This is an optimization exercise on Yosys and OpenROAD, whose aim is small area, a short achievable clock period and few clock cycles per item, not a production implementation. Where RTL was checked, it was by simulation tests only, not by an equivalence proof against the original. Only the layout flow was run in run 3; the RTL was not checked for function there. Power figures rest on the tool's default switching activity, not on a simulated workload.

==> flow/design.v <==
module fa_cell (input wire a, input wire b, input wire c, output wire s, output wire co);
    assign s  = a ^ b ^ c;
    assign co = (a & b) | (a & c) | (b & c);
endmodule
module ha_cell (input wire a, input wire b, output wire s, output wire co);
    assign s  = a ^ b;
    assign co = a & b;
endmodule
module hold_cell (input wire ld, input wire hd, input wire d, input wire q, output wire o);
    assign o = (ld & d) | (hd & q);
endmodule
module hold1_cell (input wire ld, input wire hd, input wire r, input wire d, input wire q, output wire o);
    assign o = (ld & d) | (hd & q) | r;
endmodule
module fir_top #(
    parameter K  = 8,
    parameter DW = 8,
    parameter CW = 8
)(
    input  wire clk,
    input  wire rst,
    input  wire start,
    input  wire signed [DW-1:0] x_in,
    output wire signed [DW+CW+$clog2(K):0] y_out,
    output wire data_valid
);
    reg [7:0] u1, u2, u3, u4, u5, u6;
    reg [10:0] wi;                            
    wire [10:0] w = wi ^ 11'h380;
    reg [11:0] ra, rb;
    reg [11:0] y;
    reg dv;
    wire [7:0] u_in = {~x_in[7], x_in[6:0]};
    wire [10:0] w_nx;                         
    wire ld = start & ~rst;
    wire hd = ~start & ~rst;
    wire [58:0] hist = {wi, u6, u5, u4, u3, u2, u1};
    wire [58:0] hin  = {w_nx ^ 11'h380, u5, u4, u3, u2, u1, u_in};
    localparam [58:0] RST1 = {11'd0, {6{8'h80}}};
    wire [58:0] hnx;
    genvar gi;
    generate
        for (gi = 0; gi < 59; gi = gi + 1) begin : g_hist
            if (RST1[gi]) begin : g_one
                hold1_cell u_h (.ld(ld), .hd(hd), .r(rst), .d(hin[gi]), .q(hist[gi]), .o(hnx[gi]));
            end else begin : g_zero
                hold_cell u_h (.ld(ld), .hd(hd), .d(hin[gi]), .q(hist[gi]), .o(hnx[gi]));
            end
        end
    endgenerate
    always @(posedge clk)
        {wi, u6, u5, u4, u3, u2, u1} <= hnx;
    wire s1, c1;
    fa_cell u_fa1 (.a(u1[0]), .b(u2[0]), .c(u3[0]), .s(s1), .co(c1));
    wire s2, c2;
    fa_cell u_fa2 (.a(u1[1]), .b(u2[1]), .c(u3[1]), .s(s2), .co(c2));
    wire s3, c3;
    ha_cell u_ha3 (.a(u4[1]), .b(u5[1]), .s(s3), .co(c3));
    wire s4, c4;
    fa_cell u_fa4 (.a(u1[2]), .b(u2[2]), .c(u3[2]), .s(s4), .co(c4));
    wire s5, c5;
    fa_cell u_fa5 (.a(u4[2]), .b(u5[2]), .c(w[2]), .s(s5), .co(c5));
    wire s6, c6;
    fa_cell u_fa6 (.a(u1[3]), .b(u2[3]), .c(u3[3]), .s(s6), .co(c6));
    wire s7, c7;
    fa_cell u_fa7 (.a(u4[3]), .b(u5[3]), .c(w[3]), .s(s7), .co(c7));
    wire s8, c8;
    fa_cell u_fa8 (.a(u1[4]), .b(u2[4]), .c(u3[4]), .s(s8), .co(c8));
    wire s9, c9;
    fa_cell u_fa9 (.a(u4[4]), .b(u5[4]), .c(w[4]), .s(s9), .co(c9));
    wire s10, c10;
    fa_cell u_fa10 (.a(u1[5]), .b(u2[5]), .c(u3[5]), .s(s10), .co(c10));
    wire s11, c11;
    fa_cell u_fa11 (.a(u4[5]), .b(u5[5]), .c(w[5]), .s(s11), .co(c11));
    wire s12, c12;
    fa_cell u_fa12 (.a(u1[6]), .b(u2[6]), .c(u3[6]), .s(s12), .co(c12));
    wire s13, c13;
    fa_cell u_fa13 (.a(u4[6]), .b(u5[6]), .c(w[6]), .s(s13), .co(c13));
    wire s14, c14;
    fa_cell u_fa14 (.a(u1[7]), .b(u2[7]), .c(u3[7]), .s(s14), .co(c14));
    wire s15, c15;
    fa_cell u_fa15 (.a(u4[7]), .b(u5[7]), .c(w[7]), .s(s15), .co(c15));
    wire s16, c16;
    ha_cell u_ha16 (.a(u4[0]), .b(u5[0]), .s(s16), .co(c16));
    wire s17, c17;
    fa_cell u_fa17 (.a(w[1]), .b(s2), .c(s3), .s(s17), .co(c17));
    wire s18, c18;
    fa_cell u_fa18 (.a(s4), .b(s5), .c(c2), .s(s18), .co(c18));
    wire s19, c19;
    fa_cell u_fa19 (.a(s6), .b(s7), .c(c4), .s(s19), .co(c19));
    wire s20, c20;
    fa_cell u_fa20 (.a(s8), .b(s9), .c(c6), .s(s20), .co(c20));
    wire s21, c21;
    fa_cell u_fa21 (.a(s10), .b(s11), .c(c8), .s(s21), .co(c21));
    wire s22, c22;
    fa_cell u_fa22 (.a(s12), .b(s13), .c(c10), .s(s22), .co(c22));
    wire s23, c23;
    fa_cell u_fa23 (.a(s14), .b(s15), .c(c12), .s(s23), .co(c23));
    wire s24, c24;
    ha_cell u_ha24 (.a(w[8]), .b(c14), .s(s24), .co(c24));
    wire s25, c25;
    ha_cell u_ha25 (.a(w[0]), .b(s1), .s(s25), .co(c25));
    wire s26, c26;
    fa_cell u_fa26 (.a(c1), .b(s17), .c(c16), .s(s26), .co(c26));
    wire s27, c27;
    fa_cell u_fa27 (.a(c3), .b(s18), .c(c17), .s(s27), .co(c27));
    wire s28, c28;
    fa_cell u_fa28 (.a(c5), .b(s19), .c(c18), .s(s28), .co(c28));
    wire s29, c29;
    fa_cell u_fa29 (.a(c7), .b(s20), .c(c19), .s(s29), .co(c29));
    wire s30, c30;
    fa_cell u_fa30 (.a(c9), .b(s21), .c(c20), .s(s30), .co(c30));
    wire s31, c31;
    fa_cell u_fa31 (.a(c11), .b(s22), .c(c21), .s(s31), .co(c31));
    wire s32, c32;
    fa_cell u_fa32 (.a(c13), .b(s23), .c(c22), .s(s32), .co(c32));
    wire s33, c33;
    fa_cell u_fa33 (.a(c15), .b(s24), .c(c23), .s(s33), .co(c33));
    wire s34, c34;
    ha_cell u_ha34 (.a(w[9]), .b(c24), .s(s34), .co(c34));
    wire [11:0] pr0 = {1'b0, w[10], s34, s33, s32, s31, s30, s29, s28, s27, s26, s16};
    wire [11:0] pr1 = {1'b0, c34, c33, c32, c31, c30, c29, c28, c27, c26, c25, s25};
    localparam [11:0] RA0 = 12'd0;
    localparam [11:0] RB0 = 12'd1536;
    wire s35, c35;
    fa_cell u_fa35 (.a(u6[0]), .b(u5[1]), .c(u6[2]), .s(s35), .co(c35));
    wire s36, c36;
    fa_cell u_fa36 (.a(u6[1]), .b(u5[2]), .c(u6[3]), .s(s36), .co(c36));
    wire s37, c37;
    fa_cell u_fa37 (.a(u6[2]), .b(u5[3]), .c(u6[4]), .s(s37), .co(c37));
    wire s38, c38;
    fa_cell u_fa38 (.a(u6[3]), .b(u5[4]), .c(u6[5]), .s(s38), .co(c38));
    wire s39, c39;
    fa_cell u_fa39 (.a(u6[4]), .b(u5[5]), .c(u6[6]), .s(s39), .co(c39));
    wire s40, c40;
    fa_cell u_fa40 (.a(u6[5]), .b(u5[6]), .c(u6[7]), .s(s40), .co(c40));
    wire s41, c41;
    ha_cell u_ha41 (.a(u6[6]), .b(u5[7]), .s(s41), .co(c41));
    wire [10:0] wr0 = {1'b0, u6[7], s41, s40, s39, s38, s37, s36, s35, u5[0], u6[0]};
    wire [10:0] wr1 = {1'b0, c41, c40, c39, c38, c37, c36, c35, 1'b0, u6[1], 1'b0};
    assign w_nx = wr0 + wr1;                  
    always @(posedge clk or posedge rst) begin
        if (rst) begin
            ra <= RA0;
            rb <= RB0;
        end else begin
            ra <= pr0;
            rb <= pr1;
        end
    end
    wire [11:0] uu = {2'b00, u_in, 2'b00};
    wire [11:0] sx = ra ^ rb;
    wire [11:0] sg = ra & rb;
    wire [11:0] so = ra | rb;
    wire [11:0] ss = sx ^ uu;
    wire [11:0] sk = sg | (uu & so);
    wire [11:0] s  = ss + {sk[10:0], 1'b0};
    always @(posedge clk)
        y <= {~s[11], s[10:0]};
    always @(posedge clk or posedge rst) begin
        if (rst) dv <= 1'b0;
        else     dv <= start;
    end
    assign y_out = {{8{y[11]}}, y};
    assign data_valid = dv;
endmodule
==> flow/standard.sh <==
#!/bin/bash
# synth_recipe.tcl (not shown) runs the flow's synth.tcl, then flattens the netlist and writes it again
# the make line also repeats each setting of config.mk as NAME=value (left out here)
make -C /OpenROAD-flow-scripts/flow DESIGN_CONFIG=/design/flow/config.mk WORK_HOME=/design/flow/orfs CLKGATE_MAP_FILE= SYNTH_SCRIPT=/design/flow/synth_recipe.tcl "${@:-finish}"
==> flow/constraint.sdc <==
create_clock -name core_clock -period 6.0 [get_ports {clk}]
set_input_delay 1.2000 -clock core_clock [delete_from_list [all_inputs] [get_ports {clk}]]
set_output_delay 1.2000 -clock core_clock [all_outputs]
set_load 0.01 [all_outputs]
==> flow/flow/run.sh <==
#!/bin/bash
# The standard layout (standard.sh) with these changes:
#  - port buffers are buf_1 cells instead of the flow's default pick
#    (clkdlybuf4s50_1, a slow delay cell);
#  - synthesis is the standard flow's script, except that
#    - Yosys's full/half adder extraction runs only inside the fa_cell and
#      ha_cell modules, so the final adder is left to abc as plain gates (the
#      extracted fa_1/ha_1 cells are slow on its carry path);
#    - the adders use Yosys's default carry-lookahead map, not ORFS's
#      Kogge-Stone one (abc makes them smaller and as fast from it);
#    - abc maps the top module with ORFS's abc_area.script (it builds the
#      final adder from fast NAND gates) and the small cell modules with the
#      default abc_speed.script (which keeps the history muxes as a22o).
#  - clock tree synthesis inserts no dummy loads (they only add area here).
#  Registers are untouched.
set -euo pipefail
W=$(pwd)
export BUFFER_PORTS_ARGS="-buffer_cell sky130_fd_sc_hd__buf_1"
# ORFS's clock tree settings (as config.mk would set them), without dummy loads
export CTS_ARGS="-sink_clustering_enable -repair_clock_nets -sink_clustering_size 30 -sink_clustering_max_diameter 200 -sink_buffer_max_cap_derate 1.0 -buf_list sky130_fd_sc_hd__clkbuf_8 -dont_use_dummy_load"
sed -e 's|extract_fa {\*}\[dont_use_extract_fa_args\]|extract_fa {*}[dont_use_extract_fa_args] fa_cell ha_cell|' \
    -e 's|"-extra-map \$::env(FLOW_HOME)/platforms/common/lcu_kogge_stone.v"|""|' \
    -e 's|^  log_cmd abc {\*}\$abc_args$|  log_cmd abc {*}$abc_args fir_top %n\n  log_cmd abc {*}[lreplace $abc_args 1 1 $::env(SCRIPTS_DIR)/abc_area.script] fir_top|' \
    "$FLOW_HOME/scripts/synth.tcl" > "$W/flow_synth_core.tcl"
grep -q 'dont_use_extract_fa_args\] fa_cell ha_cell' "$W/flow_synth_core.tcl"
! grep -q 'lcu_kogge_stone' "$W/flow_synth_core.tcl"
grep -q 'abc_area.script\] fir_top' "$W/flow_synth_core.tcl"
sed "s|source \$::env(SCRIPTS_DIR)/synth.tcl|source $W/flow_synth_core.tcl|" synth_recipe.tcl > "$W/flow_synth.tcl"
grep -q "flow_synth_core.tcl" "$W/flow_synth.tcl"
sed "s|SYNTH_SCRIPT=[^ ]*|SYNTH_SCRIPT=$W/flow_synth.tcl|" standard.sh > "$W/flow_standard.sh"
grep -q "SYNTH_SCRIPT=$W/flow_synth.tcl" "$W/flow_standard.sh"
bash "$W/flow_standard.sh" > "$W/standard.log" 2>&1
==> flow/config.mk <==
export PLATFORM = sky130hd
export DESIGN_NAME = fir_top
export DESIGN_NICKNAME = fir_top
export VERILOG_FILES = /design/flow/design.v
export SDC_FILE = /design/flow/constraint.sdc
export NUM_CORES = 4
export LEC_CHECK = 0
export CAP_MARGIN = 20
export CORE_MARGIN = 2
export CORE_UTILIZATION = 40
export CTS_BUF_LIST = sky130_fd_sc_hd__clkbuf_8
export CTS_CLUSTER_SIZE = 30
export SETUP_SLACK_MARGIN = 3.8
export SLEW_MARGIN = 20
export SYNTH_HIERARCHICAL = 1
==> results of run 1 <==
==> power groups by stage <==
stage / clock, uW / sequential, uW / combinational, uW
2_1_floorplan: 0 / 738 / 234
3_3_place_gp: 0 / 726 / 288
3_5_place_dp: 0 / 727 / 292
4_1_cts: 336 / 714 / 292
5_1_grt: 362 / 726 / 341
6_report: 321 / 714 / 292
==> per-stage QoR <==
stage | hold WS (ns) | instances | utilization | total power [uW]
after floorplan | 0.332 | 442 | - | 972
after global placement | 0.341 | 607 | 0.438 | 1010
after detailed placement | 0.340 | 607 | 0.438 | 1020
after CTS | 0.357 | 616 | 0.450 | 1340
after global routing | 0.362 | 620 | 0.463 | 1430
final | 0.354 | 620 | 0.463 | 1330
==> logic make-up after synthesis <==
kind of cell               Yosys count  share of synthesized area
xor gates and xnor gates            20                     0.0389
buffers and inverters               57                     0.0542
adders and majority gates           41                      0.172
AOI/OAI and AO/OA                   74                      0.142
DFF                                 94                      0.444
and+or+nand+nor                    156                      0.149
==> flip-flops by register name, indices dropped and copies added, names as in the netlist <==
register	cells
dv	1
ra	11
rb	11
u1	8
u2	8
u3	8
u4	8
u5	8
u6	8
wi	11
y	12
==> worst min path at each step <==
stage                 from  slack [ns]  endpoint  cells past startpoint
floorplan           wi[10]        0.33    ra[10]                      0
CTS                 wi[10]        0.36    ra[10]                      0
detailed placement  wi[10]        0.34    ra[10]                      0
finish              wi[10]        0.35    ra[10]                      0
global route        wi[10]        0.36    ra[10]                      0
global placement    wi[10]        0.34    ra[10]                      0
==> layout make-up <==
| class | count | area share |
|---|---|---|
| multi-input combinational | 291 | 0.468 |
| sequential | 94 | 0.400 |
| tap | 140 | 0.0347 |
| timing repair buffer | 37 | 0.0342 |
| clock buffer | 9 | 0.0246 |
| inverter | 49 | 0.0390 |
==> per-module statistics from Yosys (local to each module, per instance) <==
module	copies in the design	cells inside	area (um^2)
fa_cell	35	1	20.0
hold1_cell	6	1	10.0
ha_cell	6	1	12.5
fir_top	1	342	3200
hold_cell	53	1	8.76
==> repair_timing <==
item	in CTS	in global routing
pin swaps	0	9
setup endpoints to repair	10	67
resized for setup	2	35
buffers inserted	0	4
hold buffers	0	0
==> synth_stat cells (2+ instances only) <==
master,n,area (um^2)
sky130_fd_sc_hd__inv_1,44,165
sky130_fd_sc_hd__fa_1,35,701
sky130_fd_sc_hd__dfstp_2,2,52.6
sky130_fd_sc_hd__xor2_1,14,123
sky130_fd_sc_hd__a22o_1,53,464
sky130_fd_sc_hd__dfrtp_1,21,526
sky130_fd_sc_hd__a221o_1,6,60.1
sky130_fd_sc_hd__nand2_1,95,357
sky130_fd_sc_hd__nor2_1,24,90.1
sky130_fd_sc_hd__inv_2,5,18.8
sky130_fd_sc_hd__xnor2_1,6,52.6
sky130_fd_sc_hd__nand2_2,11,68.8
sky130_fd_sc_hd__nand3_2,2,20.0
sky130_fd_sc_hd__ha_1,6,75.1
sky130_fd_sc_hd__nand3_1,17,85.1
sky130_fd_sc_hd__a21oi_1,6,30.0
sky130_fd_sc_hd__dfxtp_1,71,1420
sky130_fd_sc_hd__buf_4,8,60.1
sky130_fd_sc_hd__o21ai_0,3,15.0
sky130_fd_sc_hd__nor2_2,3,18.8
==> layer usage <==
layer,GRT usage,up-vias
met5,0,-
met4,0.0696,0
met3,0.0247,12
met2,0.194,42
met1,0.198,1386
li1,-,1525
==> summary.txt, run 1 <==
### Run status
• **result of the run** no timing/DRC/antenna violations

### Pwr
• **maximum VDD drop** 0.115 mV
• **Internal Pwr Total** 928 uW
• **Clk pwr share** 0.242
• **power spent charging and discharging nets** 399 uW
• **fraction of power consumed by combinational cells** 0.220
• **Seq pwr share** 0.538
• **power per cell area** 263 mW/mm^2
• **P_leak** 0.00244 uW
• **Sw Ratio** 0.300

### Clock tree
• **count of H-tree levels built during CTS** 3
• **worst-case clock buffer depth** 2
• **Reg clk slew, reported paths** 0.08 ns
• **TritonCTS clock tree** yes
• **CTS buffer count** 9
• **TritonCTS Sinks** 94
• **Skew-Pair Late Insertion Delay** 0.36 ns
• **root buffer cell** sky130_fd_sc_hd__clkbuf_8

### Die
• **effective utilization at floorplan** 0.413
• **number of placement rows** 38
• **core footprint** 0.0109 mm^2
• **Die W** 110 um
• **vertical extent of the die** 110 um
• **# IOs** 32
• **area of the die** 0.0121 mm^2

### Finish
• **sequential standard cell area** 0.00201 mm^2
• **leading cell type in the layout, fill and taps excluded** sky130_fd_sc_hd__nand2_1
• **multi-input logic area** 0.00236 mm^2
• **design area** 0.00504 mm^2
• **layout cell share with drive strength beyond 1** 0.156
• **commonest non-fill, non-tap cells in the layout** sky130_fd_sc_hd__nand2_1, sky130_fd_sc_hd__dfxtp_1, sky130_fd_sc_hd__a22o_1
• **Layout fillers** 1018
• **Net count, final** 534
• **layout overhead on the synthesized area** 12.1%
• **final antenna diode count** 0

### Timing
• **setup slack of the critical path after layout** 3.88 ns
• **final number of max-transition violations** 0
• **final clock skew** 0.0327 ns
• **Fmax achieved** 471 MHz
• **post-layout minimum cycle time** 2.12 ns
• **Least-Margin Pin Slew** 0.848 ns
• **Post-Route Setup TNS** 0 ns
• **Slew headroom** 0.434
• **final-report hold violation count** 0
• **final critical-path share of the clock period** 0.354
• **final number of setup-violating endpoints** 0
• **unrepaired setup endpoints after global routing** yes

### Yosys
• **Syn Nets** 494
• **fraction of registers with async set or reset after synthesis** 0.245
• **Yosys Warn Count** 7
• **EDFF count, synth** 0
• **netlist area before placement** 0.00450 mm^2
• **most frequently used flop master after synthesis** sky130_fd_sc_hd__dfxtp_1
• **post-synthesis instance total** 442
• **number of distinct library cells after synthesis** 30
• **average instance area after synthesis** 10.2 um^2
• **post-synthesis register bit count** 94
• **share of the yosys chip area belonging to registers** 0.444

### GRT
• **number of antenna violations at the first check in global routing** 0
• **gr ovfl total** 0
• **via count of the first global-routing pass** 2713
• **maximum number of pins on one net before global-route repair** 60
• **GRT Total Usage** 0.136
• **first-pass GRT wire length** 12600 um

### Route
• **mean number of vias per cell** 4.78
• **number of iterations in the first detailed-routing pass** 6
• **top routing layer in use** met4
• **drt total wl** 7440 um
• **M1 wire length** 3740 um
• **DRC errors left** 0
• **average wire per standard cell** 12.0 um
• **total met3 wirelength after detailed routing** 286 um
• **DR iter-0 viols** 191
• **detailed-routed wire length on met2** 3270 um
• **vias** 2965
• **number of nets still failing antenna checks after routing** 0

### Critical path
• **required time at the worst-slack endpoint** 6.25 ns
• **r2r worst-path depth** 12
• **Critical R2R Capture** wi[8]
• **Worst Path Max Fanout** 4
• **worst setup path class** register to register
• **reg-to-reg slack, setup** 3.88 ns
• **worst setup path endpoint** wi[8]
• **buffer and inverter count on the worst path** 1
• **depth of the critical timing path with buffers and inverters included** 12
• **CP Capture Type** register
• **startpoint of the lowest-slack register-to-register path** u5[2]
• **timing startpoint of the critical path** u5[2]
• **delay-heaviest family, CP** simple AND/OR/NAND/NOR gates
• **crit start category** register
• **crit-path cells** fa_1 -> nand2_2 -> inv_1 -> nor2_2 -> nand2_1 -> nand2_2 -> nand2_2 -> nand2_4 -> a21o_1 -> a21boi_2 -> xnor2_1 -> a22o_1
• **CP most frequent cell** sky130_fd_sc_hd__nand2_2
• **CP max stage cell** sky130_fd_sc_hd__fa_1
• **delay contributed by the slowest stage of the critical path** 0.51 ns
• **Critical Path AT** 2.37 ns

### Placed design
• **GP Congestion** 0.804
• **number of input and output port buffers inserted** 31
• **post-detail-place hpwl** 5340 um
• **Setup WS pre-CTS** 3.44 ns
• **placed standard-cell area** 0.00477 mm^2

### Job
• **number of maximum-capacitance violations** 0

### Min path
• **worst hold-check path type** register to register

Testbench counts, summed over its fixed seeds: cycles 16,000, items 8,000.
==> run 2: changes to the inputs <==
--- a/flow/flow/run.sh
+++ b/flow/flow/run.sh
@@ -17,7 +17,7 @@
 W=$(pwd)
 export BUFFER_PORTS_ARGS="-buffer_cell sky130_fd_sc_hd__buf_1"
 # ORFS's clock tree settings (as config.mk would set them), without dummy loads
-export CTS_ARGS="-sink_clustering_enable -repair_clock_nets -sink_clustering_size 30 -sink_clustering_max_diameter 200 -sink_buffer_max_cap_derate 1.0 -buf_list sky130_fd_sc_hd__clkbuf_8 -dont_use_dummy_load"
+export CTS_ARGS="-sink_clustering_enable -repair_clock_nets -sink_clustering_size 10 -sink_clustering_max_diameter 50 -buf_list {sky130_fd_sc_hd__clkbuf_4 sky130_fd_sc_hd__clkbuf_8} -root_buf sky130_fd_sc_hd__clkbuf_8 -dont_use_dummy_load"
 sed -e 's|extract_fa {\*}\[dont_use_extract_fa_args\]|extract_fa {*}[dont_use_extract_fa_args] fa_cell ha_cell|' \
     -e 's|"-extra-map \$::env(FLOW_HOME)/platforms/common/lcu_kogge_stone.v"|""|' \
     -e 's|^  log_cmd abc {\*}\$abc_args$|  log_cmd abc {*}$abc_args fir_top %n\n  log_cmd abc {*}[lreplace $abc_args 1 1 $::env(SCRIPTS_DIR)/abc_area.script] fir_top|' \
--- a/flow/config.mk
+++ b/flow/config.mk
@@ -10,6 +10,7 @@
 export CORE_UTILIZATION = 40
 export CTS_BUF_LIST = sky130_fd_sc_hd__clkbuf_8
 export CTS_CLUSTER_SIZE = 30
-export SETUP_SLACK_MARGIN = 3.8
+export SETUP_SLACK_MARGIN = 3.9
 export SLEW_MARGIN = 20
 export SYNTH_HIERARCHICAL = 1
+export TNS_END_PERCENT = 10
==> run 2 against run 1 <==
  * Still clean
  * Maximum frequency increased by 0.89%
  * Via count decreased by 0.57%
  * Worst setup slack improved by 0.019 ns
  * Total power increased by 0.22%
  * Die area unchanged
  * Critical path depth unchanged
  * Combinational power about the same
  * Sequential cell count unchanged
  * Wire length decreased by 0.69%
  * Hold slack about the same
  * Sequential power about the same
  * Clock-buffer cell count unchanged
  * Largest power group unchanged
  * Highest routed layer unchanged
==> summary.txt, run 2 <==
### Route
• **average wire per standard cell** 11.9 um, was 12.0 um
• **vias** 2948, was 2965
• **DR iter-0 viols** 191, unchanged
• **DRC errors left** 0, unchanged
• **mean number of vias per cell** 4.76, was 4.78
• **number of iterations in the first detailed-routing pass** 4, was 6
• **drt total wl** 7390 um, was 7440 um
• **number of nets still failing antenna checks after routing** 0, unchanged

### Timing
• **Fmax achieved** 475 MHz, was 471 MHz
• **final-report hold violation count** 0, unchanged
• **unrepaired setup endpoints after global routing** yes, unchanged
• **post-layout minimum cycle time** 2.10 ns, was 2.12 ns
• **Post-Route Setup TNS** 0 ns, unchanged
• **Slew headroom** 0.434, about the same
• **Least-Margin Pin Slew** 0.848 ns, about the same
• **final number of setup-violating endpoints** 0, unchanged
• **final number of max-transition violations** 0, unchanged
• **final critical-path share of the clock period** 0.351, was 0.354
• **final clock skew** 0.0327 ns, about the same
• **WHS** 0.354 ns, about the same

### Clock tree
• **TritonCTS Sinks** 94, unchanged
• **count of H-tree levels built during CTS** 3, unchanged
• **Skew-Pair Late Insertion Delay** 0.37 ns, was 0.36 ns
• **root buffer cell** sky130_fd_sc_hd__clkbuf_8, unchanged
• **Reg clk slew, reported paths** 0.08 ns, about the same
• **TritonCTS clock tree** yes, unchanged
• **hold buffers post-CTS** 0, unchanged
• **worst-case clock buffer depth** 2, unchanged
• **CTS buffer count** 9, unchanged

### Pwr
• **fraction of power consumed by combinational cells** 0.221, was 0.220
• **Clk pwr share** 0.242, about the same
• **power per cell area** 266 mW/mm^2, was 263 mW/mm^2
• **Seq pwr share** 0.537, was 0.538
• **P_leak** 0.00243 uW, was 0.00244 uW
• **Sw Ratio** 0.299, was 0.300
• **maximum VDD drop** 0.115 mV, about the same
• **Internal Pwr Total** 932 uW, was 928 uW
• **power spent charging and discharging nets** 398 uW, was 399 uW

### Yosys
• **post-synthesis instance total** 442, unchanged
• **Synth Area in Compound Gates** 0.142, unchanged
• **number of distinct library cells after synthesis** 30, unchanged
• **fraction of synthesized area in multiplexers** 0, unchanged
• **XOR/XNOR share of the synthesized area** 0.0389, unchanged
• **netlist area before placement** 0.00450 mm^2, unchanged
• **EDFF count, synth** 0, unchanged
• **top area cells in the synthesized netlist** sky130_fd_sc_hd__dfxtp_1, sky130_fd_sc_hd__fa_1, sky130_fd_sc_hd__dfrtp_1, unchanged
• **post-synthesis register bit count** 94, unchanged
• **fraction of the mapped netlist area in adder cells** 0.172, unchanged
• **most area-hungry cell type in the Yosys netlist** sky130_fd_sc_hd__dfxtp_1, unchanged
• **average instance area after synthesis** 10.2 um^2, unchanged
• **share of the yosys chip area belonging to registers** 0.444, unchanged
• **Syn Nets** 494, unchanged
• **most frequently used flop master after synthesis** sky130_fd_sc_hd__dfxtp_1, unchanged
• **fraction of registers with async set or reset after synthesis** 0.245, unchanged
• **Post-Synth Simple-Gate Area** 0.148, unchanged
• **Yosys Warn Count** 7, unchanged
• **main combinational cell family by area after synthesis** adder cells, unchanged
• **most frequent cells after synthesis** sky130_fd_sc_hd__nand2_1, sky130_fd_sc_hd__dfxtp_1, sky130_fd_sc_hd__a22o_1, unchanged
• **top-area cell type share of the netlist area** 0.316, unchanged
• **top-count cell post-synth** sky130_fd_sc_hd__nand2_1, unchanged

### Run status
• **result of the run** no timing/DRC/antenna violations, unchanged

### Finish
• **layout cell share with drive strength beyond 1** 0.157, was 0.156
• **Net count, final** 533, was 534
• **leading cell type in the layout, fill and taps excluded** sky130_fd_sc_hd__nand2_1, unchanged
• **Layout fillers** 1014, was 1018
• **final standard cell utilization of the core** 0.460, was 0.463
• **final antenna diode count** 0, unchanged
• **flip-flop count of the largest register, all copies and words added** 12, unchanged
• **layout overhead on the synthesized area** 11.2%, was 12.1%
• **register with the highest flop count** y, unchanged
• **commonest non-fill, non-tap cells in the layout** sky130_fd_sc_hd__nand2_1, sky130_fd_sc_hd__dfxtp_1, sky130_fd_sc_hd__a22o_1, unchanged

### Placed design
• **post-detail-place hpwl** 5340 um, unchanged
• **number of input and output port buffers inserted** 31, unchanged
• **GP Congestion** 0.804, unchanged

### Job
• **number of maximum-capacitance violations** 0, unchanged

### GRT
• **number of antenna violations at the first check in global routing** 0, unchanged
• **first-pass GRT wire length** 12700 um, was 12600 um
• **via count of the first global-routing pass** 2721, was 2713
• **GRT Total Usage** 0.137, was 0.136
• **gr ovfl total** 0, unchanged
• **maximum number of pins on one net before global-route repair** 60, unchanged

### Die
• **area of the die** 0.0121 mm^2, unchanged
• **Die W** 110 um, unchanged
• **vertical extent of the die** 110 um, unchanged
• **core footprint** 0.0109 mm^2, unchanged
• **number of placement rows** 38, unchanged
• **# IOs** 32, unchanged
• **effective utilization at floorplan** 0.413, unchanged

### Critical path
• **worst setup path class** register to register, unchanged
• **Worst Path Max Fanout** 4, unchanged
• **crit start category** register, unchanged
• **Critical Path AT** 2.36 ns, was 2.37 ns
• **required time at the worst-slack endpoint** 6.25 ns, about the same
• **CP Capture Type** register, unchanged

### Min path
• **worst hold-check path type** register to register, unchanged

run 2: cell count changes in the layout (fill, tap and decap cells not counted), moves of 2 or more:
| cell | before | now |
|---|---|---|
| sky130_fd_sc_hd__buf_1 | 25 | 21 |
| sky130_fd_sc_hd__nand3_1 | 15 | 17 |
| sky130_fd_sc_hd__nand3_2 | 4 | 2 |
| sky130_fd_sc_hd__clkbuf_2 | 6 | 3 |
| sky130_fd_sc_hd__buf_2 | 0 | 7 |
run 2: critical path: stages (launching register included):
cell and delay (ns):
sky130_fd_sc_hd__dfxtp_4 0.36, sky130_fd_sc_hd__fa_1 0.58, sky130_fd_sc_hd__nand2_2 0.08, sky130_fd_sc_hd__inv_2 0.07, sky130_fd_sc_hd__nor2_4 0.04, sky130_fd_sc_hd__nand2_2 0.06, sky130_fd_sc_hd__nand2_2 0.07, sky130_fd_sc_hd__nand2_2 0.06
sky130_fd_sc_hd__nand2_2 0.07, sky130_fd_sc_hd__a21o_1 0.19, sky130_fd_sc_hd__a21boi_2 0.15, sky130_fd_sc_hd__xnor2_1 0.07, sky130_fd_sc_hd__a22o_1 0.21
run 2: timing repair:
action,4_1_cts,5_1_grt
hold endpoints to repair,0,0
pin swaps,1,7
resized for setup,17,19
setup buffers,0,3
setup endpoints to repair,71,33
run 2: path summary, 6_finish.rpt:
| path | cells after the start | start | endpoint | slack, ns |
|---|---|---|---|---|
| max | 12 | u5[2] | wi[8] | 3.90 |
| min | 0 | wi[10] | ra[10] | 0.35 |
| max reg2reg | 12 | u5[2] | wi[8] | 3.90 |
| min reg2reg | 0 | wi[10] | ra[10] | 0.35 |
| max in group asynchronous | 2 | rst | ra[4] | 4.23 |
| min in group asynchronous | 2 | rst | rb[4] | 1.21 |
run 2: per-layer routing:
metal / track usage / share of wire / vias up / routed length (um)
met5: 0 / 0 / - / 0
met4: 0.0696 / 0.020 / 0 / 149
met3: 0.0247 / 0.032 / 12 / 235
met2: 0.195 / 0.44 / 31 / 3230
met1: 0.198 / 0.51 / 1384 / 3780
li1: - / - / 1521 / -
run 2: area by class of cell:
class,instances,area [um^2],area share
Multi-Input combinational cell,291,2320,0.464
Timing Repair Buffer,36,170,0.0340
Tap cell,140,175,0.0350
Clock buffer,9,124,0.0248
Sequential cell,94,2010,0.403
Inverter,49,196,0.0393
run 2: kinds of logic (layout without fill, tap and decap cells):
group | count (synthesis) | count (layout)
adder cells (fa/ha/maj) | 41 | 41
AND/OR/NAND/NOR | 156 | 156
XOR/XNOR | 20 | 20
buffers and inverters | 57 | 94
AO/OA/AOI/OAI | 74 | 74
flip-flops | 94 | 94
run 2: Yosys stat by module (local to each module, per instance):
module      copies in the design  area [um^2]
fa_cell                       35         20.0
fir_top                        1         3200
hold_cell                     53         8.76
ha_cell                        6         12.5
hold1_cell                     6         10.0
run 2: power groups by stage:
stage | Combinational, uW | Clock, uW | Sequential (uW)
4_1_cts | 297 | 336 | 715
6_report | 294 | 322 | 713
3_3_place_gp | 288 | 0 | 726
3_5_place_dp | 292 | 0 | 727
2_1_floorplan | 234 | 0 | 738
5_1_grt | 343 | 362 | 725
run 2: per-stage QoR:
stage / area, um^2 / instances / total power (uW) / setup slack [ns]
finish: 5000 / 619 / 1330 / 3.90
global route: 5000 / 619 / 1430 / 3.74
CTS: 4930 / 616 / 1350 / 3.88
detailed placement: 4770 / 607 / 1020 / 3.44
global placement: 4770 / 607 / 1010 / 3.48
floorplan: 4530 / 442 / 972 / 3.77
==> run 3: changes to the inputs <==
--- a/flow/design.v
+++ b/flow/design.v
@@ -120,6 +120,8 @@
     ha_cell u_ha34 (.a(w[9]), .b(c24), .s(s34), .co(c34));
     wire [11:0] pr0 = {1'b0, w[10], s34, s33, s32, s31, s30, s29, s28, s27, s26, s16};
     wire [11:0] pr1 = {1'b0, c34, c33, c32, c31, c30, c29, c28, c27, c26, c25, s25};
+    wire [11:0] pa = {ra[11], w[10], ra[9], ra[8], ra[7], ra[6], ra[5], ra[4], ra[3], ra[2], ra[1], ra[0]};
+    wire [11:0] pb = {rb[11], rb[10], rb[9], rb[8], rb[7], rb[6], rb[5], rb[4], rb[3], rb[2], rb[1], rb[0]};
     localparam [11:0] RA0 = 12'd0;
     localparam [11:0] RB0 = 12'd1536;
     wire s35, c35;
@@ -149,9 +151,9 @@
         end
     end
     wire [11:0] uu = {2'b00, u_in, 2'b00};
-    wire [11:0] sx = ra ^ rb;
-    wire [11:0] sg = ra & rb;
-    wire [11:0] so = ra | rb;
+    wire [11:0] sx = pa ^ pb;
+    wire [11:0] sg = pa & pb;
+    wire [11:0] so = pa | pb;
     wire [11:0] ss = sx ^ uu;
     wire [11:0] sk = sg | (uu & so);
     wire [11:0] s  = ss + {sk[10:0], 1'b0};
--- a/flow/flow/run.sh
+++ b/flow/flow/run.sh
@@ -17,7 +17,7 @@
 W=$(pwd)
 export BUFFER_PORTS_ARGS="-buffer_cell sky130_fd_sc_hd__buf_1"
 # ORFS's clock tree settings (as config.mk would set them), without dummy loads
-export CTS_ARGS="-sink_clustering_enable -repair_clock_nets -sink_clustering_size 10 -sink_clustering_max_diameter 50 -buf_list {sky130_fd_sc_hd__clkbuf_4 sky130_fd_sc_hd__clkbuf_8} -root_buf sky130_fd_sc_hd__clkbuf_8 -dont_use_dummy_load"
+export CTS_ARGS="-sink_clustering_enable -repair_clock_nets -sink_clustering_size 30 -buf_list sky130_fd_sc_hd__clkbuf_8 -dont_use_dummy_load"
 sed -e 's|extract_fa {\*}\[dont_use_extract_fa_args\]|extract_fa {*}[dont_use_extract_fa_args] fa_cell ha_cell|' \
     -e 's|"-extra-map \$::env(FLOW_HOME)/platforms/common/lcu_kogge_stone.v"|""|' \
     -e 's|^  log_cmd abc {\*}\$abc_args$|  log_cmd abc {*}$abc_args fir_top %n\n  log_cmd abc {*}[lreplace $abc_args 1 1 $::env(SCRIPTS_DIR)/abc_area.script] fir_top|' \
==> run 3 against run 2 <==
  * Still clean
  * Sequential power down 1%
  * Die area down 0.54%
  * Core utilization up 0.70 points
  * Synthesized cell count shrank 0.23%
  * Sequential share of layout area is 1.0 points lower
  * Via count up 2.7%
  * Cell area grew 1.5%
  * Wire length increased by 1.2%
  * Largest cell class unchanged
==> summary.txt, run 3 <==
### Timing
• **Fmax achieved** 474 MHz, was 475 MHz
• **Slew headroom** 0.427, was 0.434
• **final number of setup-violating endpoints** 0, unchanged
• **final number of max-transition violations** 0, unchanged
• **post-layout minimum cycle time** 2.11 ns, was 2.10 ns
• **unrepaired setup endpoints after global routing** yes, unchanged
• **final clock skew** 0.0232 ns, was 0.0327 ns
• **Least-Margin Pin Slew** 0.859 ns, was 0.848 ns
• **final-report hold violation count** 0, unchanged
• **Post-Route Setup TNS** 0 ns, unchanged
• **final critical-path share of the clock period** 0.351, about the same

### Route
• **average wire per standard cell** 12.0 um, was 11.9 um
• **number of nets still failing antenna checks after routing** 0, unchanged
• **number of iterations in the first detailed-routing pass** 4, unchanged
• **mean number of vias per cell** 4.86, was 4.76
• **drt total wl** 7480 um, was 7390 um
• **DR iter-0 viols** 156, was 191
• **vias** 3028, was 2948
• **DRC errors left** 0, unchanged

### Pwr
• **Clk pwr share** 0.242, about the same
• **Internal Pwr Total** 932 uW, about the same
• **power spent charging and discharging nets** 413 uW, was 398 uW
• **maximum VDD drop** 0.107 mV, was 0.115 mV
• **fraction of power consumed by combinational cells** 0.234, was 0.221
• **Sw Ratio** 0.307, was 0.299
• **Seq pwr share** 0.524, was 0.537
• **power per cell area** 265 mW/mm^2, was 266 mW/mm^2
• **P_leak** 0.00246 uW, was 0.00243 uW

### Yosys
• **top-count cell post-synth** sky130_fd_sc_hd__nand2_1, unchanged
• **most frequent cells after synthesis** sky130_fd_sc_hd__nand2_1, sky130_fd_sc_hd__dfxtp_1, sky130_fd_sc_hd__a22o_1, unchanged
• **Yosys Warn Count** 7, unchanged
• **Syn Nets** 493, was 494
• **share of the yosys chip area belonging to registers** 0.441, was 0.444
• **netlist area before placement** 0.00447 mm^2, was 0.00450 mm^2
• **fraction of registers with async set or reset after synthesis** 0.237, was 0.245
• **most frequently used flop master after synthesis** sky130_fd_sc_hd__dfxtp_1, unchanged
• **most area-hungry cell type in the Yosys netlist** sky130_fd_sc_hd__dfxtp_1, unchanged
• **average instance area after synthesis** 10.1 um^2, was 10.2 um^2
• **top area cells in the synthesized netlist** sky130_fd_sc_hd__dfxtp_1, sky130_fd_sc_hd__fa_1, sky130_fd_sc_hd__dfrtp_1, unchanged
• **number of distinct library cells after synthesis** 30, unchanged
• **top-area cell type share of the netlist area** 0.318, was 0.316
• **EDFF count, synth** 0, unchanged
• **post-synthesis instance total** 441, was 442
• **post-synthesis register bit count** 93, was 94

### Finish
• **register with the highest flop count** y, unchanged
• **flip-flop count of the largest register, all copies and words added** 12, unchanged
• **commonest non-fill, non-tap cells in the layout** sky130_fd_sc_hd__nand2_1, sky130_fd_sc_hd__dfxtp_1, sky130_fd_sc_hd__a22o_1, unchanged
• **Net count, final** 537, was 533
• **final standard cell utilization of the core** 0.467, was 0.460
• **layout cell share with drive strength beyond 1** 0.207, was 0.157
• **leading cell type in the layout, fill and taps excluded** sky130_fd_sc_hd__nand2_1, unchanged
• **layout overhead on the synthesized area** 13.5%, was 11.2%
• **final antenna diode count** 0, unchanged

### Die
• **vertical extent of the die** 110 um, about the same
• **core footprint** 0.0109 mm^2, unchanged
• **number of placement rows** 38, unchanged
• **area of the die** 0.0120 mm^2, was 0.0121 mm^2
• **Die W** 110 um, about the same
• **effective utilization at floorplan** 0.411, was 0.413
• **# IOs** 32, unchanged

### Critical path
• **CP max stage cell** sky130_fd_sc_hd__buf_1, was sky130_fd_sc_hd__fa_1
• **timing startpoint of the critical path** rst, was u5[2]
• **reg-to-reg slack, setup** 3.89 ns, was 3.90 ns
• **Critical R2R Capture** wi[7], was wi[8]
• **worst setup path class** primary input to register, was register to register
• **required time at the worst-slack endpoint** 6.24 ns, was 6.25 ns
• **crit start category** primary input, was register
• **delay contributed by the slowest stage of the critical path** 0.40 ns, was 0.58 ns
• **Critical Path AT** 2.35 ns, was 2.36 ns
• **crit-path cells** buf_1 -> nor2_4 -> buf_4 -> a221o_1, was fa_1 -> nand2_2 -> inv_2 -> nor2_4 -> nand2_2 -> nand2_2 -> nand2_2 -> nand2_2 -> a21o_1 -> a21boi_2 -> xnor2_1 -> a22o_1
• **delay-heaviest family, CP** buffers and inverters, was adder cells
• **startpoint of the lowest-slack register-to-register path** u6[3], was u5[2]
• **buffer and inverter count on the worst path** 2, was 1
• **Worst Path Max Fanout** 59, was 4
• **CP Capture Type** register, unchanged
• **r2r worst-path depth** 12, unchanged

### GRT
• **GRT Total Usage** 0.138, was 0.137
• **number of antenna violations at the first check in global routing** 0, unchanged
• **via count of the first global-routing pass** 2806, was 2721
• **maximum number of pins on one net before global-route repair** 60, unchanged
• **gr ovfl total** 0, unchanged
• **first-pass GRT wire length** 12900 um, was 12700 um

### Min path
• **WHS Endpoint** wi[7], was ra[10]
• **hold wc startpoint** wi[7], was wi[10]
• **worst hold-check path type** register to register, unchanged
• **number of instances on the worst hold path** 1, was 0

### Clock tree
• **TritonCTS clock tree** yes, unchanged
• **root buffer cell** sky130_fd_sc_hd__clkbuf_8, unchanged
• **TritonCTS Sinks** 93, was 94
• **hold buffers post-CTS** 0, unchanged
• **count of H-tree levels built during CTS** 3, unchanged
• **Reg clk slew, reported paths** 0.08 ns, about the same
• **Skew-Pair Late Insertion Delay** 0.35 ns, was 0.37 ns
• **worst-case clock buffer depth** 2, unchanged
• **CTS buffer count** 9, unchanged

### Run status
• **result of the run** no timing/DRC/antenna violations, unchanged

### Placed design
• **GP Congestion** 0.769, was 0.804
• **post-detail-place hpwl** 5340 um, about the same
• **number of input and output port buffers inserted** 31, unchanged

### Job
• **number of maximum-capacitance violations** 0, unchanged

run 3: cell count changes after synthesis, sizes merged:
cell,previous run,this run
dfrtp,21,20
run 3: cell type report:
type	count	area [um^2]
clock buffers	9	124
flip-flops and latches	93	1990
repair buffers	41	208
inverters	49	196
multi-input cells	291	2380
well taps	140	175
fillers	1003	5810
run 3: through the flow:
stage | cell area (um^2) | instances | hold WS, ns | setup WS (ns) | power (uW)
2_1_floorplan | 4500 | 441 | 0.439 | 3.77 | 965
3_3_place_gp | 4750 | 606 | 0.462 | 3.47 | 1010
3_5_place_dp | 4750 | 606 | 0.459 | 3.45 | 1010
4_1_cts | 4900 | 615 | 0.486 | 3.87 | 1350
5_1_grt | 5080 | 623 | 0.511 | 3.80 | 1450
6_report | 5080 | 623 | 0.480 | 3.89 | 1350
run 3: logic make-up (layout without fill, tap and decap cells):
kind of cell | Yosys count | count (layout) | share of synthesized area
XOR/XNOR | 20 | 20 | 0.0392
adder cells (fa/ha/maj) | 41 | 41 | 0.173
flip-flops | 93 | 93 | 0.441
AO/OA/AOI/OAI | 74 | 74 | 0.142
buffers and inverters | 57 | 99 | 0.0545
AND/OR/NAND/NOR | 156 | 156 | 0.149
run 3: timing repair:
action                     4_1_cts  5_1_grt
pin swaps                        1       20
gates resized for setup         11       48
setup endpoints to repair       71       47
buffers inserted                 0        8
run 3: modules after synthesis, one instance, submodules excluded:
module	cell area (um^2)	flip-flops and latches	copies in the design	cells inside
hold_cell	8.76	0	53	1
ha_cell	12.5	0	6	1
fa_cell	20.0	0	35	1
hold1_cell	10.0	0	6	1
fir_top	3170	93	1	341
run 3: layer usage:
layer  share of wire  GRT usage  vias up
met1            0.51      0.198     1451
met2            0.44      0.202       37
met3           0.029     0.0302       11
li1                -          -     1529
met5               0          0        -
met4           0.015     0.0570        0
run 3: worst max-delay path by stage:
stage	endpoint	depth (start not counted)
3_5_place_dp	u1[7]	5
5_1_grt	wi[8]	12
3_3_place_gp	u6[7]	5
4_1_cts	y[10]	14
2_1_floorplan	u1[7]	3
6_report	u1[7]	4
run 3: power by group through the flow:
| stage | Sequential (uW) | Combinational, uW | Clock (uW) |
|---|---|---|---|
| detailed placement | 720 | 294 | 0 |
| floorplan | 731 | 234 | 0 |
| CTS | 708 | 298 | 340 |
| global placement | 719 | 290 | 0 |
| global route | 716 | 365 | 367 |
| finish | 705 | 314 | 326 |
==> run 4: changes to the inputs <==
--- a/flow/design.v
+++ b/flow/design.v
@@ -120,8 +120,6 @@
     ha_cell u_ha34 (.a(w[9]), .b(c24), .s(s34), .co(c34));
     wire [11:0] pr0 = {1'b0, w[10], s34, s33, s32, s31, s30, s29, s28, s27, s26, s16};
     wire [11:0] pr1 = {1'b0, c34, c33, c32, c31, c30, c29, c28, c27, c26, c25, s25};
-    wire [11:0] pa = {ra[11], w[10], ra[9], ra[8], ra[7], ra[6], ra[5], ra[4], ra[3], ra[2], ra[1], ra[0]};
-    wire [11:0] pb = {rb[11], rb[10], rb[9], rb[8], rb[7], rb[6], rb[5], rb[4], rb[3], rb[2], rb[1], rb[0]};
     localparam [11:0] RA0 = 12'd0;
     localparam [11:0] RB0 = 12'd1536;
     wire s35, c35;
@@ -151,9 +149,9 @@
         end
     end
     wire [11:0] uu = {2'b00, u_in, 2'b00};
-    wire [11:0] sx = pa ^ pb;
-    wire [11:0] sg = pa & pb;
-    wire [11:0] so = pa | pb;
+    wire [11:0] sx = ra ^ rb;
+    wire [11:0] sg = ra & rb;
+    wire [11:0] so = ra | rb;
     wire [11:0] ss = sx ^ uu;
     wire [11:0] sk = sg | (uu & so);
     wire [11:0] s  = ss + {sk[10:0], 1'b0};
--- a/flow/flow/run.sh
+++ b/flow/flow/run.sh
@@ -8,9 +8,11 @@
 #      extracted fa_1/ha_1 cells are slow on its carry path);
 #    - the adders use Yosys's default carry-lookahead map, not ORFS's
 #      Kogge-Stone one (abc makes them smaller and as fast from it);
-#    - abc maps the top module with ORFS's abc_area.script (it builds the
-#      final adder from fast NAND gates) and the small cell modules with the
-#      default abc_speed.script (which keeps the history muxes as a22o).
+#    - abc maps the top module with flow/abc_top.script, which is ORFS's
+#      abc_area.script (it builds the adders from fast NAND gates) without
+#      its buffering and upsizing (the layout's repair sizes the gates), and
+#      the small cell modules with the default abc_speed.script (which keeps
+#      the history muxes as a22o).
 #  - clock tree synthesis inserts no dummy loads (they only add area here).
 #  Registers are untouched.
 set -euo pipefail
@@ -20,11 +22,11 @@
 export CTS_ARGS="-sink_clustering_enable -repair_clock_nets -sink_clustering_size 30 -buf_list sky130_fd_sc_hd__clkbuf_8 -dont_use_dummy_load"
 sed -e 's|extract_fa {\*}\[dont_use_extract_fa_args\]|extract_fa {*}[dont_use_extract_fa_args] fa_cell ha_cell|' \
     -e 's|"-extra-map \$::env(FLOW_HOME)/platforms/common/lcu_kogge_stone.v"|""|' \
-    -e 's|^  log_cmd abc {\*}\$abc_args$|  log_cmd abc {*}$abc_args fir_top %n\n  log_cmd abc {*}[lreplace $abc_args 1 1 $::env(SCRIPTS_DIR)/abc_area.script] fir_top|' \
+    -e "s|^  log_cmd abc {\\*}\\\$abc_args\$|  log_cmd abc {*}\$abc_args fir_top %n\\n  log_cmd abc {*}[lreplace \$abc_args 1 1 $W/flow/abc_top.script] fir_top|" \
     "$FLOW_HOME/scripts/synth.tcl" > "$W/flow_synth_core.tcl"
 grep -q 'dont_use_extract_fa_args\] fa_cell ha_cell' "$W/flow_synth_core.tcl"
 ! grep -q 'lcu_kogge_stone' "$W/flow_synth_core.tcl"
-grep -q 'abc_area.script\] fir_top' "$W/flow_synth_core.tcl"
+grep -q 'abc_top.script\] fir_top' "$W/flow_synth_core.tcl"
 sed "s|source \$::env(SCRIPTS_DIR)/synth.tcl|source $W/flow_synth_core.tcl|" synth_recipe.tcl > "$W/flow_synth.tcl"
 grep -q "flow_synth_core.tcl" "$W/flow_synth.tcl"
 sed "s|SYNTH_SCRIPT=[^ ]*|SYNTH_SCRIPT=$W/flow_synth.tcl|" standard.sh > "$W/flow_standard.sh"
==> flow/flow/abc_top.script (new file) <==
strash
dch
map -B 0.9
topo
stime -c
dnsize -c
==> run 4 against run 3 <==
  * Area after synthesis fell by 1.2%
  * Largest power group unchanged
  * Still clean on timing, DRC and antenna
  * Critical endpoint is now wi[7]
  * Global-route usage grew 0.60 points
  * Combinational power about the same
==> summary.txt, run 4 <==
### Run status
• **result of the run** no timing/DRC/antenna violations, unchanged

### Critical path
• **delay contributed by the slowest stage of the critical path** 0.57 ns, was 0.40 ns
• **CP Capture Type** register, unchanged
• **Worst Path Max Fanout** 3, was 59
• **buffer and inverter count on the worst path** 2, unchanged
• **worst setup path class** register to register, was primary input to register
• **Critical Path AT** 2.36 ns, was 2.35 ns
• **crit start category** register, was primary input
• **delay-heaviest family, CP** adder cells, was buffers and inverters
• **crit-path cells** fa_1 -> nand2_2 -> inv_2 -> nor2_2 -> nand2_1 -> nand2_2 -> nand2_2 -> nand2_2 -> a21o_1 -> buf_6 -> xor2_1 -> a22o_1, was buf_1 -> nor2_4 -> buf_4 -> a221o_1
• **required time at the worst-slack endpoint** 6.25 ns, was 6.24 ns
• **CP max stage cell** sky130_fd_sc_hd__fa_1, was sky130_fd_sc_hd__buf_1
• **CP most frequent cell** sky130_fd_sc_hd__nand2_2

### GRT
• **number of antenna violations at the first check in global routing** 0, unchanged
• **first-pass GRT wire length** 13300 um, was 12900 um
• **via count of the first global-routing pass** 2877, was 2806
• **GRT Total Usage** 0.144, was 0.138
• **maximum number of pins on one net before global-route repair** 60, unchanged
• **gr ovfl total** 0, unchanged

### Die
• **area of the die** 0.0119 mm^2, was 0.0120 mm^2
• **Die W** 109 um, was 110 um
• **vertical extent of the die** 109 um, was 110 um
• **effective utilization at floorplan** 0.410, was 0.411
• **core footprint** 0.0108 mm^2, was 0.0109 mm^2
• **# IOs** 32, unchanged
• **number of placement rows** 38, unchanged

### Clock tree
• **hold buffers post-CTS** 0, unchanged
• **worst-case clock buffer depth** 2, unchanged
• **root buffer cell** sky130_fd_sc_hd__clkbuf_8, unchanged
• **Skew-Pair Late Insertion Delay** 0.35 ns, about the same
• **Reg clk slew, reported paths** 0.08 ns, about the same
• **TritonCTS Sinks** 94, was 93
• **count of H-tree levels built during CTS** 3, unchanged
• **CTS buffer count** 9, unchanged
• **TritonCTS clock tree** yes, unchanged

### Yosys
• **Yosys Warn Count** 7, unchanged
• **post-synthesis register bit count** 94, was 93
• **top-count cell post-synth** sky130_fd_sc_hd__nand2_1, unchanged
• **top-area cell type share of the netlist area** 0.322, was 0.318
• **top area cells in the synthesized netlist** sky130_fd_sc_hd__dfxtp_1, sky130_fd_sc_hd__fa_1, sky130_fd_sc_hd__dfrtp_1, unchanged
• **fraction of registers with async set or reset after synthesis** 0.245, was 0.237
• **EDFF count, synth** 0, unchanged
• **most area-hungry cell type in the Yosys netlist** sky130_fd_sc_hd__dfxtp_1, unchanged
• **post-synthesis instance total** 442, was 441
• **number of distinct library cells after synthesis** 21, was 30
• **most frequent cells after synthesis** sky130_fd_sc_hd__nand2_1, sky130_fd_sc_hd__dfxtp_1, sky130_fd_sc_hd__a22o_1, unchanged
• **netlist area before placement** 0.00442 mm^2, was 0.00447 mm^2
• **share of the yosys chip area belonging to registers** 0.452, was 0.441
• **Syn Nets** 494, was 493
• **most frequently used flop master after synthesis** sky130_fd_sc_hd__dfxtp_1, unchanged
• **average instance area after synthesis** 10.0 um^2, was 10.1 um^2

### Route
• **drt total wl** 7780 um, was 7480 um
• **DR iter-0 viols** 211, was 156
• **number of iterations in the first detailed-routing pass** 4, unchanged
• **average wire per standard cell** 12.5 um, was 12.0 um
• **DRC errors left** 0, unchanged
• **mean number of vias per cell** 4.85, was 4.86
• **vias** 3020, was 3028
• **number of nets still failing antenna checks after routing** 0, unchanged

### Timing
• **Post-Route Setup TNS** 0 ns, unchanged
• **Least-Margin Pin Slew** 0.828 ns, was 0.859 ns
• **final-report hold violation count** 0, unchanged
• **Fmax achieved** 474 MHz, about the same
• **Slew headroom** 0.445, was 0.427
• **post-layout minimum cycle time** 2.11 ns, about the same
• **final number of setup-violating endpoints** 0, unchanged
• **final clock skew** 0.00883 ns, was 0.0232 ns
• **final critical-path share of the clock period** 0.352, was 0.351
• **final number of max-transition violations** 0, unchanged
• **unrepaired setup endpoints after global routing** yes, unchanged

### Job
• **number of maximum-capacitance violations** 0, unchanged

### Pwr
• **P_leak** 0.00235 uW, was 0.00246 uW
• **Final Total Pwr** 1360 uW, was 1350 uW
• **power per cell area** 267 mW/mm^2, was 265 mW/mm^2
• **maximum VDD drop** 0.148 mV, was 0.107 mV

### Min path
• **worst hold-check path type** register to register, unchanged

### Finish
• **leading cell type in the layout, fill and taps excluded** sky130_fd_sc_hd__nand2_1, unchanged
• **layout overhead on the synthesized area** 15.0%, was 13.5%
• **final antenna diode count** 0, unchanged
• **layout cell share with drive strength beyond 1** 0.205, was 0.207
• **Net count, final** 537, unchanged
• **register with the highest flop count** y, unchanged
• **flip-flop count of the largest register, all copies and words added** 12, unchanged
• **commonest non-fill, non-tap cells in the layout** sky130_fd_sc_hd__nand2_1, sky130_fd_sc_hd__dfxtp_1, sky130_fd_sc_hd__a22o_1, unchanged

### Placed design
• **number of input and output port buffers inserted** 31, unchanged
• **post-detail-place hpwl** 5400 um, was 5340 um
• **GP Congestion** 0.751, was 0.769

run 4: worst paths after layout:
path,startpoint,to,slack [ns],depth (start not counted)
min in group asynchronous,rst,dv,1.00,2
hold reg to reg,wi[10],ra[10],0.36,0
hold / removal,wi[10],ra[10],0.36,0
setup / recovery,u6[3],wi[7],3.89,12
max in group asynchronous,rst,rb[4],4.59,2
setup reg to reg,u6[3],wi[7],3.89,12
run 4: cell type report:
type,instances,area [um^2]
fill,1003,5710
multi-input combinational,291,2350
sequential,94,2020
timing repair buffer,40,213
inverter,49,203
tap,140,175
clock buffer,9,124
run 4: logic make-up (layout without fill, tap and decap cells):
kind of cell             count (synthesis)  count (layout)  share of synthesized area
AO/OA/AOI/OAI                           74              74                      0.138
XOR/XNOR                                20              20                     0.0396
AND/OR/NAND/NOR                        156             156                      0.139
adder cells (fa/ha/maj)                 41              41                      0.175
flip-flops                              94              94                      0.452
buffers and inverters                   57              98                     0.0552
run 4: modules after synthesis, one instance, submodules excluded:
module / flops+latches / times used
fir_top: 94 / 1
fa_cell: 0 / 35
hold1_cell: 0 / 6
hold_cell: 0 / 53
ha_cell: 0 / 6
run 4: report_power, final:
part           switching, uW  total [uW]  internal (uW)  leakage (uW)
clock network            195         330            135     0.0000647
logic                    192         313            121       0.00140
registers               30.5         713            682      0.000885
total                    417        1360            938       0.00235
run 4: per-stage QoR:
| step | hold slack (ns) | utilization | setup WS [ns] | instance area (um^2) | cells |
|---|---|---|---|---|---|
| floorplan | 0.332 | - | 3.76 | 4470 | 442 |
| global placement | 0.340 | 0.437 | 3.46 | 4720 | 607 |
| detailed placement | 0.350 | 0.437 | 3.41 | 4720 | 607 |
| CTS | 0.362 | 0.455 | 3.89 | 4910 | 617 |
| global route | 0.382 | 0.471 | 3.76 | 5080 | 623 |
| finish | 0.359 | 0.471 | 3.89 | 5080 | 623 |
run 4: worst reg2reg max path, delay by kind of cell (launching register included):
family          cells  cell delay [ns]
fa+ha+maj           1             0.57
simple gates        6             0.39
compound gates      2             0.39
flops               1             0.37
buf+inv             2             0.18
xor+xnor            1             0.13
run 4: timing repair:
item                       CTS  global route
resized for setup           31            45
pin swaps                    3            20
buffers inserted             1             6
setup endpoints to repair   72            25
run 4: metal layers:
layer | routed length, um | up-vias | global-route usage
li1 | - | 1541 | -
met1 | 3910 | 1434 | 0.207
met2 | 3490 | 35 | 0.210
met3 | 240 | 10 | 0.0341
met4 | 140 | 0 | 0.0577
met5 | 0 | - | 0
Testbench counts of run 4, summed over its fixed seeds: cycles 16,000, items 8,000.

[separate check: timing with driven ports]
No port has a modelled driver above. Below, the same layouts with a new extraction and two added sets of constraints.
Step 1 assumes that a clkbuf_16 drives the clock port and a buf_2 every other input.
Step 2 times the ports against the registers' clock, not the clock port: input delays grow and output delays shrink by t, the midpoint of the rising clock arrivals with the driver on.
Slacks: ideal ports / drivers / drivers and shift; pairs: ideal ports / drivers.
| run | t (ns) | setup slack, ns | slew at the worst register clock pin (ns) | worst data-port slew with drivers (ns) |
|---|---|---|---|---|
| run 1 | 0.383 | 3.877 / 3.867 / 3.518 | 0.10 / 0.10 | 0.03 |
| run 2 | 0.384 | 3.896 / 3.879 / 3.527 | 0.10 / 0.10 | 0.03 |
| run 3 | 0.374 | 3.891 / 3.894 / 3.525 | 0.09 / 0.09 | 0.03 |
| run 4 | 0.382 | 3.888 / 3.887 / 3.538 | 0.08 / 0.08 | 0.03 |
After both steps setup and hold are still met in every run listed. For run 2, which loses most, drivers alone change the setup slack by -0.017 ns; drivers and shift together by -0.369 ns.
